This is an optimization exercise on Yosys and OpenROAD, whose aim is small area, not a production implementation. The RTL was checked by simulation tests, not by an equivalence proof against the original design. Power and IR drop assume default switching activity.

Design Main, start of the top module:
module Main(clk, vga_h_sync, vga_v_sync, vga_R, vga_G, vga_B, right, left, reset, start);
  input clk;
  wire clk;
  output vga_h_sync;
  wire vga_h_sync;
  output vga_v_sync;
  wire vga_v_sync;
  output vga_R;
  reg vga_R;
  output vga_G;
  reg vga_G;
  output vga_B;
  reg vga_B;
  input right;
  wire right;
  input left;
  wire left;
  input reset;
  wire reset;
  input start;
  wire start;
  wire _0000_;
  wire _0001_;
  wire _0002_;
  wire _0003_;
  wire _0004_;
  wire _0005_;
  wire _0006_;
  wire _0007_;
  wire _0008_;
  wire _0009_;
  wire _0010_;
  wire _0011_;
  wire _0012_;
  wire _0013_;
  wire _0014_;
  wire _0015_;
  wire _0016_;
  wire _0017_;
  wire _0018_;
  wire _0019_;
  wire _0020_;
  wire _0021_;
  wire _0022_;
  wire _0023_;
  wire _0024_;
  wire _0025_;
  wire _0026_;
  wire _0027_;
  wire _0028_;
  wire _0029_;
  wire _0030_;
  wire _0031_;
  wire _0032_;
  wire _0033_;
  wire _0034_;
  wire _0035_;
  wire _0036_;
  wire _0037_;
  wire _0038_;
  wire _0039_;
  wire _0040_;
  wire _0041_;
  wire _0042_;
  wire _0043_;
  wire _0044_;
  wire _0045_;
  wire _0046_;
  wire _0047_;
  wire _0048_;
  wire _0049_;
  wire _0050_;
  wire _0051_;
  wire _0052_;
  wire _0053_;
  wire _0054_;
  wire _0055_;
  wire _0056_;
  wire _0057_;
  wire _0058_;
  wire _0059_;
  wire _0060_;
  wire _0061_;
  wire _0062_;
  wire _0063_;
  wire _0064_;
  wire _0065_;
  wire _0066_;
  wire _0067_;
  wire _0068_;
  ...
For scale: ~930 cells after synthesis, about 10 I/O pins, about 0.0058 sq mm of cells after synthesis.
Settings: LEC_CHECK=0, ABC_AREA=1, CAP_MARGIN=20, CORE_MARGIN=2, CORE_UTILIZATION=40, PLACE_DENSITY=0.6, SLEW_MARGIN=20; clock period 10.0 ns.
standard.sh (not shown) runs the stock make flow with config.mk's settings and CLKGATE_MAP_FILE= SYNTH_SCRIPT=/design/flow/synth_recipe.tcl, a recipe that flattens the netlist after the stock synthesis.
==> flow/flow/run.sh <==
#!/bin/bash
# Layout flow: the standard flow (standard.sh) with these changes:
#  - synthesis: the logic is mapped with ABC's area-oriented mapper
#    (flow/abc_map.script) in place of ORFS's abc_area.script, and Yosys's
#    extract_fa (full/half adder extraction) is skipped; registers are made
#    exactly as in the standard synthesis;
#  - the port buffers are the smallest buffer;
#  - the clock tree is built from small clock buffers without dummy loads.
set -euo pipefail
HERE=$(pwd)
{
  cat <<EOT
proc abc {args} {
  set i [lsearch -exact \$args -script]
  if {\$i >= 0} { lset args [expr {\$i + 1}] $HERE/flow/abc_map.script }
  yosys abc {*}\$args
}
proc extract_fa {args} { puts "extract_fa skipped" }
EOT
  cat synth_recipe.tcl
} > my_synth.tcl
bash standard.sh SYNTH_SCRIPT=$HERE/my_synth.tcl synth > synth.log 2>&1
bash standard.sh "BUFFER_PORTS_ARGS=-buffer_cell sky130_fd_sc_hd__buf_1" \
  "CTS_ARGS=-sink_clustering_enable -repair_clock_nets -buf_list sky130_fd_sc_hd__clkbuf_8 -root_buf sky130_fd_sc_hd__clkbuf_8 -dont_use_dummy_load" \
  finish > layout.log 2>&1
==> flow/flow/abc_map.script <==
strash
dc2
dch
amap
topo
Then changed:
CAP_MARGIN = 0   (was 20)
CORE_UTILIZATION = 65   (was 40)
PLACE_DENSITY = 0.75   (was 0.6)
SLEW_MARGIN = 0   (was 20)
The changed run finished clean.
Count of clock-buffer cells in the layout does not change.
Wire length goes up by 1.8%.
Total power goes up by 0.75%.
Synthesized area is unchanged.
Clock power is about the same.
Then changed:
CAP_MARGIN = 20   (was 0)
CORE_UTILIZATION = 55   (was 65)
PLACE_DENSITY = 0.7   (was 0.75)
SLEW_MARGIN = 20   (was 0)
Core utilization goes down by 10 points. First-iteration DRC count goes up by a few percent. Sequential power barely changes.
Then changed:
--- a/flow/flow/run.sh
+++ b/flow/flow/run.sh
@@ -24 +24 @@
-  "CTS_ARGS=-sink_clustering_enable -repair_clock_nets -buf_list sky130_fd_sc_hd__clkbuf_8 -root_buf sky130_fd_sc_hd__clkbuf_8 -dont_use_dummy_load" \
+  "CTS_ARGS=-sink_clustering_enable -repair_clock_nets -buf_list sky130_fd_sc_hd__clkbuf_4 -root_buf sky130_fd_sc_hd__clkbuf_8 -dont_use_dummy_load -sink_clustering_size 10 -sink_clustering_max_diameter 50 -balance_levels" \
CORE_UTILIZATION = 40   (was 55)
PLACE_DENSITY = 0.6   (was 0.7)
Outcome:
- The new run finished with timing, DRC and antenna clean
- final area climbs by about 0.9%
- hold slack degrades by 0.0050 ns
- synthesized cell count does not change
- via count drops by about 6%
- critical path depth is unchanged
- core utilization went down by 15 points

-- static timing again, ports no longer ideal --
No port has a modelled driver above. Below, the same layouts with a new extraction and two added sets of constraints.
Step 1 assumes that a clkbuf_16 drives the clock port and a buf_2 every other input.
Step 2 moves the port delays by t, midway between the first and last clock arrival at a register: inputs arrive t later, outputs are due t later. That takes back most of the time a late clock gives input paths.
Three values: no drivers, after step 1, after step 2; two values: the first two.
| run | t (ns) | slack for setup (ns) | hold WS [ns] | worst setup path at the end | worst slew at a driven data input, ns |
|---|---|---|---|---|---|
| the first run | 0.411 | 4.238 / 4.238 / 4.238 | 0.454 / 0.454 / 0.454 | register to register | 0.03 |
| the second run | 0.398 | 3.884 / 3.884 / 3.884 | 0.450 / 0.450 / 0.450 | register to register | 0.03 |
| the third run | 0.392 | 3.874 / 3.874 / 3.874 | 0.459 / 0.459 / 0.459 | register to register | 0.03 |
| the fourth run | 0.411 | 4.238 / 4.238 / 4.238 | 0.454 / 0.454 / 0.454 | register to register | 0.03 |
After both steps setup and hold are still met in every run listed.
